Background: an optimization exercise with open tools, aiming at small area, a short achievable clock period and few clock cycles per item. Do not read the settings as production practice.
RTL that was checked went through simulation tests only; none was proved equivalent to the original.
Power and IR drop assume default switching activity.

==> willow: inputs <==
==> flow/design.v <==
module err_estimat
(
   input wire         clk,
   input wire         rst,
   input wire         i_start,
   input wire  [20:0] i_nv,
   input wire  [24:0] i_nu,
   input wire  [20:0] i_no,
   input wire  [20:0] i_mv,
   input wire  [20:0] i_mo,
   output wire [31:0] o_s1,
   output wire [31:0] o_e1,
   output reg         o_vld,
   output wire        o_error
);
localparam [423:0] TT_l_nv = 424'he098543ec64a1894c64a1894c6da4c2a706cda6c5accaa00e09854fe3ec65accaa;
function [52:0] l_nv;
    input [2:0] d;
    integer j;
    for (j = 0; j < 53; j = j + 1) l_nv[j] = TT_l_nv[j*8 + d];
endfunction
localparam [423:0] TT_l_nu = 424'hfefefefefefefefefefefefefefefefefefefefefefefefefefefe7e8eb294c64a98540e3254fefefe3ec64a98540e3254fe1e66aa;
function [52:0] l_nu;
    input [2:0] d;
    integer j;
    for (j = 0; j < 53; j = j + 1) l_nu[j] = TT_l_nu[j*8 + d];
endfunction
localparam [423:0] TT_l_no = 424'hfefefefefefefefefefefefefefefefefefefe3ec64a98547e8e922492b4e62a706cda6c4a18d48e922492b4e62a706cda6c5accaa;
function [52:0] l_no;
    input [2:0] d;
    integer j;
    for (j = 0; j < 53; j = j + 1) l_no[j] = TT_l_no[j*8 + d];
endfunction
localparam [431:0] TT_l_mv = 432'hc0382492b466aa00e01894c6da6c4a9854fe3ec64a1894c65accaa00000000f0ccaa00;
function [53:0] l_mv;
    input [2:0] d;
    integer j;
    for (j = 0; j < 54; j = j + 1) l_mv[j] = TT_l_mv[j*8 + d];
endfunction
localparam [431:0] TT_l_mo = 432'hfefefefefefefefefefefefefefefefefefe7e8e92b466aa000000000000000000000000000000000000000000000000000000000000;
function [53:0] l_mo;
    input [2:0] d;
    integer j;
    for (j = 0; j < 54; j = j + 1) l_mo[j] = TT_l_mo[j*8 + d];
endfunction
localparam [847:0] TT_l_nutop = 848'hfffefffefffefffefffefffefffefffefffefffefffefffefffefffefffefffefffefffefffefffefffefffefffefffefffefffe3ffec07ec78ec9b2529418c6694a3398aa540f0e33325554fffefffe07fef83e18c6694a3398aa540f0e3332555401fe1e1e6666aaaa;
function [52:0] l_nutop;
    input [3:0] d;
    integer j;
    for (j = 0; j < 53; j = j + 1) l_nutop[j] = TT_l_nutop[j*16 + d];
endfunction
reg         sp;                  
reg         st_mul, st_div;
reg   [2:0] cnt;
reg   [5:0] rows;                
reg  [20:0] rnv, rnu, rno, rmv, rmo;
reg  [52:0] ax;
reg  [53:0] ay;
reg  [28:0] rr;                  
reg         wc, wq, noz, ylez;
wire start = ~rst & i_start & ~sp;
wire        xneg  = ax[52] ^ (ax[51] & wc);
wire        xtopz = wc ? (ax[52:51] == 2'b11) : (ax[52:51] == 2'b00);
wire        xzero = xtopz & (ax[50:0] == 51'd0);
wire        s1err = xneg | (xzero & noz);
wire [28:0] sd    = ax[50:22];
wire        s1z   = xneg | (sd == 29'd0);
wire        yneg  = ay[53] ^ wq;
wire        ylez_now = yneg | (ay[52:0] == 53'd0);
wire        first = st_div & (rows == 6'd52);
wire        ez_now = ylez_now | s1z;
wire        ylez_c = first ? ylez_now : ylez;
wire        ez    = ylez_c | s1z;
wire [52:0] yw = ay[52:0];
wire [30:0] t = {rr, yw[52:51]};
wire [31:0] c1 = {1'b0, t} - {3'b0, sd};
wire [31:0] c2 = {1'b0, t} - {2'b0, sd, 1'b0};
wire [31:0] na = ~{3'b0, sd}, nb = ~{2'b0, sd, 1'b0}, ta = {1'b0, t};
wire [31:0] cs_s = ta ^ na ^ nb;
wire [31:0] cs_c = (ta & na) | (ta & nb) | (na & nb);
wire [31:0] c3 = cs_s + {cs_c[30:0], 1'b0} + 32'd2;
wire       g1 = ~c1[31], g2 = ~c2[31], g3 = ~c3[31];
wire       q1 = g2;
wire       q2 = g3 | (g1 & ~g2);
wire [28:0] rnext = g3 ? c3[28:0] : g2 ? c2[28:0] : g1 ? c1[28:0] : t[28:0];
wire [36:0] tm = {rr, yw[52:45]};
wire [36:0] hm;
genvar gi;
generate for (gi = 0; gi <= 36; gi = gi + 1) begin : g_hm
    if (gi >= 28) begin : g1
        assign hm[gi] = 1'b1;
    end else begin : g0
        assign hm[gi] = ~|sd[28:gi+1];
    end
end endgenerate
wire sk = (rows >= 6'd8) & ~|(tm & hm);
wire [52:0] ax_h = (ax << 3) + l_nv(rnv[20:18]) + l_nu(rnu[20:18]) + l_no(rno[20:18]);
wire [53:0] ay_h = (ay << 3) + l_mv(rmv[20:18]) + l_mo(rmo[20:18]);
wire last_mul = (cnt == 3'd6);
wire [5:0] rows_n = rows - (sk ? 6'd8 : 6'd2);
wire div_done = st_div & ((first & ez_now) | (rows_n == 6'd0));
always @(posedge clk) begin
    sp <= i_start;
    if (rst) begin
        st_mul <= 1'b0;
        st_div <= 1'b0;
        o_vld  <= 1'b0;
    end else begin
        o_vld  <= div_done & ~start;
        st_mul <= start | (st_mul & ~last_mul);
        st_div <= ~start & ((st_mul & last_mul) | (st_div & ~div_done));
    end
end
always @(posedge clk) begin
    cnt <= st_mul ? cnt + 3'd1 : 3'd0;
    if (st_mul) begin
        rnv <= rnv << 3;
        rnu <= rnu << 3;
        rno <= rno << 3;
        rmv <= rmv << 3;
        rmo <= rmo << 3;
    end else begin
        rnv <= i_nv;
        rnu <= i_nu[20:0];
        rno <= i_no;
        rmv <= i_mv;
        rmo <= i_mo;
    end
    if (st_mul & (cnt == 3'd0)) begin
        wc  <= (rno[20:0] > 21'd1361165);
        wq  <= (rmo[20:0] > 21'd1677721);
        noz <= (rno[20:0] == 21'd0);
    end
    if (st_mul)
        ax <= ax_h;
    else if (~st_div)
        ax <= l_nutop(i_nu[24:21]);
    rows <= st_div ? rows_n : 6'd52;
    if (st_div & first)
        ylez <= ylez_now;
    if (st_mul) begin
        ay <= ay_h;
    end else if (st_div) begin
        if (sk) begin
            ay[52:0] <= {yw[44:0], 8'd0};
        end else begin
            ay[52:0] <= {yw[50:0], q1, q2};
        end
    end else begin
        ay <= 54'd0;
    end
    if (st_div)
        rr <= sk ? tm[28:0] : rnext;
    else
        rr <= 29'd0;
end
wire [31:0] e1 = {ay[30:0], 1'b0};
wire        e1gt = (|e1[31:25]) | (e1[24] & (|e1[23:0]));
assign o_s1    = s1z ? 32'd0 : {3'd0, sd};
assign o_e1    = ez ? 32'd0 : e1;
assign o_error = s1err | ylez_c | (~ez & e1gt);
endmodule
==> flow/run.sh <==
#!/bin/bash
# synth_recipe.tcl (not shown) runs the flow's synth.tcl, then flattens the netlist and writes it again
# the make line also repeats each setting of config.mk as NAME=value (left out here)
make -C /OpenROAD-flow-scripts/flow DESIGN_CONFIG=/design/flow/config.mk WORK_HOME=/design/flow/orfs CLKGATE_MAP_FILE= SYNTH_SCRIPT=/design/flow/synth_recipe.tcl finish
==> flow/config.mk <==
export PLATFORM = sky130hd
export DESIGN_NAME = err_estimat
export DESIGN_NICKNAME = err_estimat
export VERILOG_FILES = /design/flow/design.v
export SDC_FILE = /design/flow/constraint.sdc
export NUM_CORES = 4
export LEC_CHECK = 0
export CAP_MARGIN = 20
export CORE_MARGIN = 2
export CORE_UTILIZATION = 40
export PLACE_DENSITY = 0.6
export SETUP_SLACK_MARGIN = 5
export SLEW_MARGIN = 20
==> flow/constraint.sdc <==
create_clock -name core_clock -period 10.0 [get_ports {clk}]
set_input_delay 2.0000 -clock core_clock [delete_from_list [all_inputs] [get_ports {clk}]]
set_output_delay 2.0000 -clock core_clock [all_outputs]
set_load 0.01 [all_outputs]
==> harbor (differences from willow) <==
--- a/flow/design.v
+++ b/flow/design.v
@@ -77,6 +77,3 @@
 wire [31:0] c2 = {1'b0, t} - {2'b0, sd, 1'b0};
-wire [31:0] na = ~{3'b0, sd}, nb = ~{2'b0, sd, 1'b0}, ta = {1'b0, t};
-wire [31:0] cs_s = ta ^ na ^ nb;
-wire [31:0] cs_c = (ta & na) | (ta & nb) | (na & nb);
-wire [31:0] c3 = cs_s + {cs_c[30:0], 1'b0} + 32'd2;
+wire [31:0] c3 = {1'b0, t} - {3'b0, sd} - {2'b0, sd, 1'b0};
 wire       g1 = ~c1[31], g2 = ~c2[31], g3 = ~c3[31];
--- a/flow/config.mk
+++ b/flow/config.mk
@@ -11,3 +11,2 @@
 export PLACE_DENSITY = 0.6
-export SETUP_SLACK_MARGIN = 5
 export SLEW_MARGIN = 20
==> flow_summary.json <==
{
  "critPathLaunch": "ax[23]",
  "power_switching_uw": 3800,
  "r2r_end": "rr[10]",
  "rsz0062_at_grt": "false",
  "regArea_um2": 5730,
  "status": "timing/DRC/antenna clean",
  "yosys.area_share.adder_pct": 21.8,
  "routed_wl_mm": 81.4,
  "netlist_top_cells_area": "dfxtp_1, ha_1, fa_1",
  "finalHoldWorstSlack_ns": 0.453,
  "seq_power_uw": 1420,
  "gp_congestion": 0.990
}
(the above is from harbor)
==> flow_summary.json <==
{
  "status": "timing/DRC/antenna clean",
  "yosys.area_share.adder_pct": 24.6,
  "critPathLaunch": "ay[46]",
  "netlist_top_cells_area": "dfxtp_1, ha_1, fa_1",
  "power_uw": 8590,
  "rsz0062_at_grt": "true",
  "regArea_um2": 5760,
  "clock_skew_ns": 0.0329,
  "max_stage_delay_ns": 0.48,
  "placementRows": 93,
  "seq_power_uw": 1460,
  "finalHoldWorstSlack_ns": 0.450,
  "routed_wl_mm": 84.5,
  "r2r_end": "rr[13]",
  "power_switching_uw": 4130,
  "gp_congestion": 0.968
}
(the above is from willow)
Testbench counts of harbor, summed over its fixed seeds: cycles 26,307, items 1,200.
Only the layout flow was run in willow; the RTL was not checked for function there.


==> inputs of v36 <==
Another version of the RTL of err_estimat (not shown whole).
clock: 10.0 ns
lec_check: 0
cap_margin: 20
core_margin: 2
core_utilization: 65
place_density: 0.75
setup_slack_margin: 5
slew_margin: 20
run.sh (not shown) runs the stock make flow with config.mk's settings and CLKGATE_MAP_FILE= SYNTH_SCRIPT=/design/flow/synth_recipe.tcl, a recipe that flattens the netlist after the stock synthesis.
==> inputs of v10, as changes to v36 <==
--- a/flow/design.v
+++ b/flow/design.v
@@ -11,15 +11,21 @@
    output wire [31:0] o_s1,
    output wire [31:0] o_e1,
    output reg         o_vld,
    output wire        o_error
 );
-localparam [2239:0] TT_l_x6 = 2240'hfe00000000000000feffff7f00000000fe1f0080ffff0000fee03f80ff00ff00fee0c08103071f3f7ee1c78e1c78e1c78e26c9b26c9b26c9b24a5294a5294a52946318c6318c6318c6a5294a5294a5294acc6398e631cc63982a5a5495a92a5a548ff01ec33c87f00e933366cccc993332a555aa5555aa5554f0ff0000ff7f00fef000ff00ff800ffef0ff7f0f0080f0fef01f83f01f83f03e31e79c31e79c31c6526ba5d26ba5d64ae6318c6739cc639895a94a54b5ab5a54c33ce31ee11ef10ecc4c6c666666363255d5a5aaaaaa5a540780f0ff0f00f0fe7887f00ff00ff01e9999333333333366aaaa5555555555aaffff000000ffff0000ff00ffff00ff00ffff0000ffff0000ff00ff00ff00ff00;
-function [34:0] l_x6;
-    input [5:0] d;
+localparam [279:0] TT_l_nv = 280'he098543ec64a1894c64a1894c6da4c2a706cda6c5accaa00e09854fe3ec65accaa;
+function [34:0] l_nv;
+    input [2:0] d;
+    integer j;
+    for (j = 0; j < 35; j = j + 1) l_nv[j] = TT_l_nv[j*8 + d];
+endfunction
+localparam [279:0] TT_l_nu = 280'hfefefefefe7e8eb294c64a98540e3254fefefe3ec64a98540e3254fe1e66aa00000000;
+function [34:0] l_nu;
+    input [2:0] d;
     integer j;
-    for (j = 0; j < 35; j = j + 1) l_x6[j] = TT_l_x6[j*64 + d];
+    for (j = 0; j < 35; j = j + 1) l_nu[j] = TT_l_nu[j*8 + d];
 endfunction
 localparam [279:0] TT_l_no = 280'hfe3ec64a98547e8e922492b4e62a706cda6c4a18d48e922492b4e62a706cda6c5accaa;
 function [34:0] l_no;
     input [2:0] d;
     integer j;
@@ -47,16 +53,20 @@
 reg         xlz;
 reg   [4:0] hy;
 reg  [28:0] rr;                  
 reg         wc, wq, noz;
 reg         f_ylez, f_ez, f_s1z, f_s1err;
+reg         qlo;                 
 wire start = ~rst & i_start & ~sp;
 wire [34:0] ox  = {{3{hx[31]}}, hx};
-wire [34:0] lx1 = l_x6({rnv[2:0], rnu[2:0]});
-wire [34:0] lx2 = l_no(rno[2:0]);
-wire [34:0] xa  = ox ^ lx1 ^ lx2;
-wire [34:0] xb  = {(ox[33:0] & lx1[33:0]) | (ox[33:0] & lx2[33:0]) | (lx1[33:0] & lx2[33:0]), 1'b0};
+wire [34:0] lx1 = l_nv(rnv[2:0]);
+wire [34:0] lx2 = l_nu(rnu[2:0]);
+wire [34:0] lx3 = l_no(rno[2:0]);
+wire [34:0] xa0 = lx1 ^ lx2 ^ lx3;
+wire [34:0] xb0 = {(lx1[33:0] & lx2[33:0]) | (lx1[33:0] & lx3[33:0]) | (lx2[33:0] & lx3[33:0]), 1'b0};
+wire [34:0] xa  = ox ^ xa0 ^ xb0;
+wire [34:0] xb  = {(ox[33:0] & xa0[33:0]) | (ox[33:0] & xb0[33:0]) | (xa0[33:0] & xb0[33:0]), 1'b0};
 wire [34:0] sx;
 add35 u_sx (.a(xa), .b(xb), .s(sx));
 wire [36:0] ly = l_y6({rmv[2:0], rmo[2:0]});
 wire [36:0] sy;
 add37 u_sy (.a({{3{hy[4]}}, hy, rr}), .b(ly), .s(sy));
@@ -111,65 +121,53 @@
     pha <= st_div & ~start & (to_pha | (pha & (steps != 5'd1)));
 end
 always @(posedge clk) begin
     dfirst <= st_mul & last_mul;
     cnt <= st_mul ? cnt + 3'd1 : 3'd0;
+    rno <= st_mul ? rno >> 3 : i_no;
+    rmo <= st_mul ? rmo >> 3 : i_mo;
     if (st_mul) begin
         rnv <= rnv >> 3;
         rnu <= rnu >> 3;
-        rno <= rno >> 3;
-        rmo <= rmo >> 3;
-    end else if (st_div) begin
-        if (to_pha)
-            {rnv, rnu[20:10]} <= yw[52:21];
-        else if (pha)
-            {rnv, rnu[20:10]} <= {qa[29:0], q1, q0};
+    end else if (st_div & (to_pha | pha)) begin
+        {rnv, rnu[20:10]} <= to_pha ? yw[52:21] : {qa[29:0], q1, q0};
+        rnu[9:0] <= i_nu[13:4];
     end else begin
         rnv <= i_nv;
-        rnu <= i_nu[24:4];
-        rno <= i_no;
-        rmo <= i_mo;
+        rnu[9:0] <= i_nu[13:4];
+        if (~st_div)
+            rnu[20:10] <= i_nu[24:14];
     end
     if (st_mul & (cnt == 3'd0)) begin
-        wc  <= (rno > 21'd1361165);
+        wc  <= (rno > 21'd1361170);
         wq  <= (rmo > 21'd1677721);
         noz <= (rno == 21'd0);
     end
     if (dfirst) begin
         f_ylez  <= ylez;
         f_ez    <= ez;
         f_s1z   <= s1z;
         f_s1err <= xneg | (xzero & noz);
     end
     if (st_mul)
-    begin
-        hx  <= sx[34:3];
-        xlz <= xlz & (sx[2:0] == 3'd0);
-    end
+        hx <= sx[34:3];
     else if (~st_div)
-    begin
-        hx  <= l_nulo(i_nu[3:0]);
-        xlz <= 1'b1;
-    end
-    if (st_mul) begin
-        {hy, rr} <= sy[36:3];
+        hx <= l_nulo(i_nu[3:0]);
+    xlz <= st_mul ? xlz & (sx[2:0] == 3'd0) : 1'b1;
+    hy <= st_mul ? sy[36:32] : 5'd0;
+    rr <= st_mul ? sy[31:3] : (st_div & ~to_pha) ? rnext : 29'd0;
+    if (st_mul)
         rmv <= {sy[2:0], rmv[20:3]};
-    end else if (st_div) begin
-        if (to_pha)
-            rr <= 29'd0;
-        else if (pha | bstep)
-            rr <= rnext;
-        if (bstep)
-            rmv <= {rmv[18:0], q1, q0};
-    end else begin
-        {hy, rr} <= 34'd0;
+    else if (~st_div)
         rmv <= i_mv;
-    end
+    else if (bstep)
+        rmv <= {rmv[18:0], q1, q0};
+    qlo <= st_div & (qlo | (bstep & (q1 | q0)));
     steps <= ~st_div ? 5'd10 : to_pha ? 5'd16 : (pha & (steps == 5'd1)) ? 5'd10 : (pha | bstep) ? steps - 5'd1 : steps;
 end
 wire [31:0] e1   = {rnu[20:10], rmv[19:0], 1'b0};
-wire        e1gt = (|e1[31:25]) | (e1[24] & (|e1[23:0]));
+wire        e1gt = (|e1[31:25]) | (e1[24] & ((|e1[23:21]) | qlo));
 assign o_s1    = f_s1z ? 32'd0 : {3'd0, sd};
 assign o_e1    = f_ez ? 32'd0 : e1;
 assign o_error = f_s1err | f_ylez | (~f_ez & e1gt);
 endmodule
 module add35 (input wire [34:0] a, input wire [34:0] b, output wire [34:0] s);
--- a/flow/config.mk
+++ b/flow/config.mk
@@ -5,9 +5,9 @@
 export SDC_FILE = /design/flow/constraint.sdc
 export NUM_CORES = 4
 export LEC_CHECK = 0
 export CAP_MARGIN = 20
 export CORE_MARGIN = 2
-export CORE_UTILIZATION = 65
-export PLACE_DENSITY = 0.75
+export CORE_UTILIZATION = 40
+export PLACE_DENSITY = 0.6
 export SETUP_SLACK_MARGIN = 5
 export SLEW_MARGIN = 20
==> inputs of v6, as changes to v36 <==
--- a/flow/design.v
+++ b/flow/design.v
@@ -11,15 +11,21 @@
    output wire [31:0] o_s1,
    output wire [31:0] o_e1,
    output reg         o_vld,
    output wire        o_error
 );
-localparam [2239:0] TT_l_x6 = 2240'hfe00000000000000feffff7f00000000fe1f0080ffff0000fee03f80ff00ff00fee0c08103071f3f7ee1c78e1c78e1c78e26c9b26c9b26c9b24a5294a5294a52946318c6318c6318c6a5294a5294a5294acc6398e631cc63982a5a5495a92a5a548ff01ec33c87f00e933366cccc993332a555aa5555aa5554f0ff0000ff7f00fef000ff00ff800ffef0ff7f0f0080f0fef01f83f01f83f03e31e79c31e79c31c6526ba5d26ba5d64ae6318c6739cc639895a94a54b5ab5a54c33ce31ee11ef10ecc4c6c666666363255d5a5aaaaaa5a540780f0ff0f00f0fe7887f00ff00ff01e9999333333333366aaaa5555555555aaffff000000ffff0000ff00ffff00ff00ffff0000ffff0000ff00ff00ff00ff00;
-function [34:0] l_x6;
-    input [5:0] d;
+localparam [279:0] TT_l_nv = 280'he098543ec64a1894c64a1894c6da4c2a706cda6c5accaa00e09854fe3ec65accaa;
+function [34:0] l_nv;
+    input [2:0] d;
+    integer j;
+    for (j = 0; j < 35; j = j + 1) l_nv[j] = TT_l_nv[j*8 + d];
+endfunction
+localparam [279:0] TT_l_nu = 280'hfefefefefe7e8eb294c64a98540e3254fefefe3ec64a98540e3254fe1e66aa00000000;
+function [34:0] l_nu;
+    input [2:0] d;
     integer j;
-    for (j = 0; j < 35; j = j + 1) l_x6[j] = TT_l_x6[j*64 + d];
+    for (j = 0; j < 35; j = j + 1) l_nu[j] = TT_l_nu[j*8 + d];
 endfunction
 localparam [279:0] TT_l_no = 280'hfe3ec64a98547e8e922492b4e62a706cda6c4a18d48e922492b4e62a706cda6c5accaa;
 function [34:0] l_no;
     input [2:0] d;
     integer j;
@@ -49,14 +55,17 @@
 reg  [28:0] rr;                  
 reg         wc, wq, noz;
 reg         f_ylez, f_ez, f_s1z, f_s1err;
 wire start = ~rst & i_start & ~sp;
 wire [34:0] ox  = {{3{hx[31]}}, hx};
-wire [34:0] lx1 = l_x6({rnv[2:0], rnu[2:0]});
-wire [34:0] lx2 = l_no(rno[2:0]);
-wire [34:0] xa  = ox ^ lx1 ^ lx2;
-wire [34:0] xb  = {(ox[33:0] & lx1[33:0]) | (ox[33:0] & lx2[33:0]) | (lx1[33:0] & lx2[33:0]), 1'b0};
+wire [34:0] lx1 = l_nv(rnv[2:0]);
+wire [34:0] lx2 = l_nu(rnu[2:0]);
+wire [34:0] lx3 = l_no(rno[2:0]);
+wire [34:0] xa0 = lx1 ^ lx2 ^ lx3;
+wire [34:0] xb0 = {(lx1[33:0] & lx2[33:0]) | (lx1[33:0] & lx3[33:0]) | (lx2[33:0] & lx3[33:0]), 1'b0};
+wire [34:0] xa  = ox ^ xa0 ^ xb0;
+wire [34:0] xb  = {(ox[33:0] & xa0[33:0]) | (ox[33:0] & xb0[33:0]) | (xa0[33:0] & xb0[33:0]), 1'b0};
 wire [34:0] sx;
 add35 u_sx (.a(xa), .b(xb), .s(sx));
 wire [36:0] ly = l_y6({rmv[2:0], rmo[2:0]});
 wire [36:0] sy;
 add37 u_sy (.a({{3{hy[4]}}, hy, rr}), .b(ly), .s(sy));
@@ -111,25 +120,23 @@
     pha <= st_div & ~start & (to_pha | (pha & (steps != 5'd1)));
 end
 always @(posedge clk) begin
     dfirst <= st_mul & last_mul;
     cnt <= st_mul ? cnt + 3'd1 : 3'd0;
+    rno <= st_mul ? rno >> 3 : i_no;
+    rmo <= st_mul ? rmo >> 3 : i_mo;
     if (st_mul) begin
         rnv <= rnv >> 3;
         rnu <= rnu >> 3;
-        rno <= rno >> 3;
-        rmo <= rmo >> 3;
-    end else if (st_div) begin
-        if (to_pha)
-            {rnv, rnu[20:10]} <= yw[52:21];
-        else if (pha)
-            {rnv, rnu[20:10]} <= {qa[29:0], q1, q0};
+    end else if (st_div & (to_pha | pha)) begin
+        {rnv, rnu[20:10]} <= to_pha ? yw[52:21] : {qa[29:0], q1, q0};
+        rnu[9:0] <= i_nu[13:4];
     end else begin
         rnv <= i_nv;
-        rnu <= i_nu[24:4];
-        rno <= i_no;
-        rmo <= i_mo;
+        rnu[9:0] <= i_nu[13:4];
+        if (~st_div)
+            rnu[20:10] <= i_nu[24:14];
     end
     if (st_mul & (cnt == 3'd0)) begin
         wc  <= (rno > 21'd1361165);
         wq  <= (rmo > 21'd1677721);
         noz <= (rno == 21'd0);
@@ -139,33 +146,22 @@
         f_ez    <= ez;
         f_s1z   <= s1z;
         f_s1err <= xneg | (xzero & noz);
     end
     if (st_mul)
-    begin
-        hx  <= sx[34:3];
-        xlz <= xlz & (sx[2:0] == 3'd0);
-    end
+        hx <= sx[34:3];
     else if (~st_div)
-    begin
-        hx  <= l_nulo(i_nu[3:0]);
-        xlz <= 1'b1;
-    end
-    if (st_mul) begin
-        {hy, rr} <= sy[36:3];
+        hx <= l_nulo(i_nu[3:0]);
+    xlz <= st_mul ? xlz & (sx[2:0] == 3'd0) : 1'b1;
+    hy <= st_mul ? sy[36:32] : 5'd0;
+    rr <= st_mul ? sy[31:3] : (st_div & ~to_pha) ? rnext : 29'd0;
+    if (st_mul)
         rmv <= {sy[2:0], rmv[20:3]};
-    end else if (st_div) begin
-        if (to_pha)
-            rr <= 29'd0;
-        else if (pha | bstep)
-            rr <= rnext;
-        if (bstep)
-            rmv <= {rmv[18:0], q1, q0};
-    end else begin
-        {hy, rr} <= 34'd0;
+    else if (~st_div)
         rmv <= i_mv;
-    end
+    else if (bstep)
+        rmv <= {rmv[18:0], q1, q0};
     steps <= ~st_div ? 5'd10 : to_pha ? 5'd16 : (pha & (steps == 5'd1)) ? 5'd10 : (pha | bstep) ? steps - 5'd1 : steps;
 end
 wire [31:0] e1   = {rnu[20:10], rmv[19:0], 1'b0};
 wire        e1gt = (|e1[31:25]) | (e1[24] & (|e1[23:0]));
 assign o_s1    = f_s1z ? 32'd0 : {3'd0, sd};
--- a/flow/config.mk
+++ b/flow/config.mk
@@ -5,9 +5,9 @@
 export SDC_FILE = /design/flow/constraint.sdc
 export NUM_CORES = 4
 export LEC_CHECK = 0
 export CAP_MARGIN = 20
 export CORE_MARGIN = 2
-export CORE_UTILIZATION = 65
-export PLACE_DENSITY = 0.75
+export CORE_UTILIZATION = 40
+export PLACE_DENSITY = 0.6
 export SETUP_SLACK_MARGIN = 5
 export SLEW_MARGIN = 20
==> inputs of v27, as changes to v36 <==
--- a/flow/design.v
+++ b/flow/design.v
@@ -38,16 +38,15 @@
     for (j = 0; j < 32; j = j + 1) l_nulo[j] = TT_l_nulo[j*16 + d];
 endfunction
 reg         sp;                  
 reg         st_mul, st_div, dfirst;
 reg   [2:0] cnt;
-reg   [4:0] steps;               
-reg         pha;
+reg   [5:0] rows;                
 reg  [20:0] rnv, rnu, rno, rmv, rmo;
 reg  [31:0] hx;
 reg         xlz;
-reg   [4:0] hy;
+reg  [33:0] hy;
 reg  [28:0] rr;                  
 reg         wc, wq, noz;
 reg         f_ylez, f_ez, f_s1z, f_s1err;
 wire start = ~rst & i_start & ~sp;
 wire [34:0] ox  = {{3{hx[31]}}, hx};
@@ -57,23 +56,22 @@
 wire [34:0] xb  = {(ox[33:0] & lx1[33:0]) | (ox[33:0] & lx2[33:0]) | (lx1[33:0] & lx2[33:0]), 1'b0};
 wire [34:0] sx;
 add35 u_sx (.a(xa), .b(xb), .s(sx));
 wire [36:0] ly = l_y6({rmv[2:0], rmo[2:0]});
 wire [36:0] sy;
-add37 u_sy (.a({{3{hy[4]}}, hy, rr}), .b(ly), .s(sy));
+add37 u_sy (.a({{3{hy[33]}}, hy}), .b(ly), .s(sy));
 wire last_mul = (cnt == 3'd6);
 wire        xneg  = hx[31] ^ (hx[30] & wc);
 wire        xtopz = wc ? (hx[31:30] == 2'b11) : (hx[31:30] == 2'b00);
 wire        xzero = xtopz & (hx[29:0] == 30'd0) & xlz;
 wire [28:0] sd    = hx[29:1];
 wire        s1z   = xneg | (sd == 29'd0);
-wire [52:0] yw = {hy[2:0], rr, rmv};
-wire        yneg  = hy[3] ^ wq;
+wire [52:0] yw = {hy[31:0], rmv};
+wire        yneg  = hy[32] ^ wq;
 wire        ylez  = yneg | (yw == 53'd0);
 wire        ez    = ylez | s1z;
-wire [31:0] qa = {rnv, rnu[20:10]};
-wire [30:0] t  = {rr, pha ? qa[31:30] : rmv[20:19]};
+wire [30:0] t  = {rr, yw[52:51]};
 wire [31:0] c1, c2, c3x;
 sub32 u_c1 (.a({1'b0, t}), .b(~{3'b0, sd}), .s(c1));
 sub32 u_c2 (.a({1'b0, t}), .b(~{2'b0, sd, 1'b0}), .s(c2));
 wire [31:0] ua = ~{1'b0, t}, ub = {3'b0, sd}, uc = {2'b0, sd, 1'b0};
 wire [31:0] us = ua ^ ub ^ uc;
@@ -82,23 +80,23 @@
 wire [31:0] c3 = ~c3x;
 wire        g1 = ~c1[31], g2 = ~c2[31], g3 = ~c3[31];
 wire        q1 = g2;
 wire        q0 = g3 | (g1 & ~g2);
 wire [28:0] rnext = g3 ? c3[28:0] : g2 ? c2[28:0] : g1 ? c1[28:0] : t[28:0];
+wire [31:0] tm = yw[52:21];
 wire [31:0] hm;
 genvar gi;
 generate for (gi = 0; gi <= 31; gi = gi + 1) begin : g_hm
     if (gi >= 28) begin : g1
         assign hm[gi] = 1'b1;
     end else begin : g0
         assign hm[gi] = ~|sd[28:gi+1];
     end
 end endgenerate
-wire yhsmall = ~|(yw[52:21] & hm);
-wire bstep    = st_div & ~pha & (~dfirst | yhsmall);    
-wire to_pha   = dfirst & ~ez & ~yhsmall;
-wire div_done = st_div & ((dfirst & ez) | (bstep & (steps == 5'd1)));
+wire sk = dfirst & ~|(tm & hm);
+wire [5:0] rows_n = rows - (sk ? 6'd32 : 6'd2);
+wire div_done = st_div & ((dfirst & ez) | (rows_n == 6'd0));
 always @(posedge clk) begin
     sp <= i_start;
     if (rst) begin
         st_mul <= 1'b0;
         st_div <= 1'b0;
@@ -106,25 +104,19 @@
     end else begin
         o_vld  <= div_done & ~start;
         st_mul <= start | (st_mul & ~last_mul);
         st_div <= ~start & ((st_mul & last_mul) | (st_div & ~div_done));
     end
-    pha <= st_div & ~start & (to_pha | (pha & (steps != 5'd1)));
 end
 always @(posedge clk) begin
     dfirst <= st_mul & last_mul;
     cnt <= st_mul ? cnt + 3'd1 : 3'd0;
     if (st_mul) begin
         rnv <= rnv >> 3;
         rnu <= rnu >> 3;
         rno <= rno >> 3;
         rmo <= rmo >> 3;
-    end else if (st_div) begin
-        if (to_pha)
-            {rnv, rnu[20:10]} <= yw[52:21];
-        else if (pha)
-            {rnv, rnu[20:10]} <= {qa[29:0], q1, q0};
     end else begin
         rnv <= i_nv;
         rnu <= i_nu[24:4];
         rno <= i_no;
         rmo <= i_mo;
@@ -149,26 +141,25 @@
     begin
         hx  <= l_nulo(i_nu[3:0]);
         xlz <= 1'b1;
     end
     if (st_mul) begin
-        {hy, rr} <= sy[36:3];
+        hy  <= sy[36:3];
         rmv <= {sy[2:0], rmv[20:3]};
     end else if (st_div) begin
-        if (to_pha)
-            rr <= 29'd0;
-        else if (pha | bstep)
-            rr <= rnext;
-        if (bstep)
-            rmv <= {rmv[18:0], q1, q0};
+        if (sk)
+            {hy[31:0], rmv} <= {yw[20:0], 32'd0};
+        else
+            {hy[31:0], rmv} <= {yw[50:0], q1, q0};
     end else begin
-        {hy, rr} <= 34'd0;
+        hy  <= 34'd0;
         rmv <= i_mv;
     end
-    steps <= ~st_div ? 5'd10 : to_pha ? 5'd16 : (pha & (steps == 5'd1)) ? 5'd10 : (pha | bstep) ? steps - 5'd1 : steps;
+    rows <= st_div ? rows_n : 6'd52;
+    rr <= ~st_div ? 29'd0 : sk ? tm[28:0] : rnext;
 end
-wire [31:0] e1   = {rnu[20:10], rmv[19:0], 1'b0};
+wire [31:0] e1   = {yw[30:0], 1'b0};
 wire        e1gt = (|e1[31:25]) | (e1[24] & (|e1[23:0]));
 assign o_s1    = f_s1z ? 32'd0 : {3'd0, sd};
 assign o_e1    = f_ez ? 32'd0 : e1;
 assign o_error = f_s1err | f_ylez | (~f_ez & e1gt);
 endmodule
--- a/flow/config.mk
+++ b/flow/config.mk
@@ -5,9 +5,9 @@
 export SDC_FILE = /design/flow/constraint.sdc
 export NUM_CORES = 4
 export LEC_CHECK = 0
 export CAP_MARGIN = 20
 export CORE_MARGIN = 2
-export CORE_UTILIZATION = 65
-export PLACE_DENSITY = 0.75
+export CORE_UTILIZATION = 40
+export PLACE_DENSITY = 0.6
 export SETUP_SLACK_MARGIN = 5
 export SLEW_MARGIN = 20
==> qor.yml <==
place:
  dpl.hpwl_um: 49900
floorplan:
  die_area_um2: 52300
pwr:
  p_clk_share_pct: 18.8
  powerDensity_nw_per_um2: 229
  p_clk_mw: 1.03
cells_and_area:
  fin_util_pct: 47.6
status:
  status: "complete, no violations"
That was v27.
==> qor.yml <==
pwr:
  p_clk_share_pct: 10.9
  p_clk_mw: 0.702
  powerDensity_nw_per_um2: 277
clock_tree:
  post_cts_resized: 34
floorplan:
  die_area_um2: 51900
cells_and_area:
  fin_util_pct: 46.9
yosys:
  synth_area_leaders: "ha_1, dfxtp_1, fa_1"
worst_setup_path:
  endpoint: "hx[30]"
  critPathMaxStageDelay_ps: 530
place:
  dpl.hpwl_um: 55700
status:
  status: "complete, no violations"
That was v10.
==> qor.yml <==
sta:
  period_minus_slack_ps: 5170
  fin_tns_setup_ps: 0
pwr:
  p_clk_mw: 0.785
  powerDensity_nw_per_um2: 241
  p_clk_share_pct: 12.9
floorplan:
  die_area_um2: 34600
status:
  status: "complete, no violations"
place:
  dpl.hpwl_um: 52500
global_routing:
  antenna_found_initial: 1
That was v36.
==> qor.yml <==
status:
  status: "complete, no violations"
floorplan:
  die_area_um2: 50700
place:
  dpl.hpwl_um: 53400
pwr:
  p_clk_mw: 0.757
  powerComb_mw: 4.55
  powerDensity_nw_per_um2: 280
  p_clk_share_pct: 11.7
cells_and_area:
  fin_util_pct: 47.6
  nNonClkBuffers: 216
That was v6.
Testbench counts of v36, summed over its fixed seeds: cycles 21,600, items 1,200.
Testbench counts of v10, summed over its fixed seeds: cycles 21,600, items 1,200.
Testbench counts of v6, summed over its fixed seeds: cycles 21,600, items 1,200.
Testbench counts of v27, summed over its fixed seeds: cycles 22,800, items 1,200.

## static timing again, ports no longer ideal
The results above use ideal ports. As a check the final layouts listed here were re-extracted and re-timed, cells and wires unchanged. Step 1 (the two cells are an assumption about what drives the block):
set clk [get_ports {clk}]
set_driving_cell -lib_cell sky130_fd_sc_hd__clkbuf_16 $clk
set_driving_cell -lib_cell sky130_fd_sc_hd__buf_2 [delete_from_list [all_inputs] $clk]
Step 2 moves the port delays by t, midway between the first and last clock arrival at a register: inputs arrive t later, outputs are due t later. That takes back most of the time a late clock gives input paths. Slacks: no drivers / after step 1 / after step 2; pairs: no drivers / after step 1.
run	t, ns	setup WS [ns]	worst setup path after step 2	clock arrival spread, ns	cell pins on the clock port's net
willow	0.616	4.844 / 4.783 / 5.098	register to register	0.033 / 0.032	1
harbor	0.597	3.102 / 3.102 / 3.102	register to register	0.021 / 0.020	1
v36	0.506	4.827 / 4.827 / 4.827	register to register	0.015 / 0.015	1
v10	0.534	5.058 / 5.058 / 5.058	register to register	0.024 / 0.023	1
v6	0.520	5.000 / 5.000 / 5.000	register to register	0.016 / 0.016	1
v27	0.613	5.123 / 5.123 / 5.123	register to register	0.013 / 0.013	1
After both steps setup and hold are still met in every run listed.
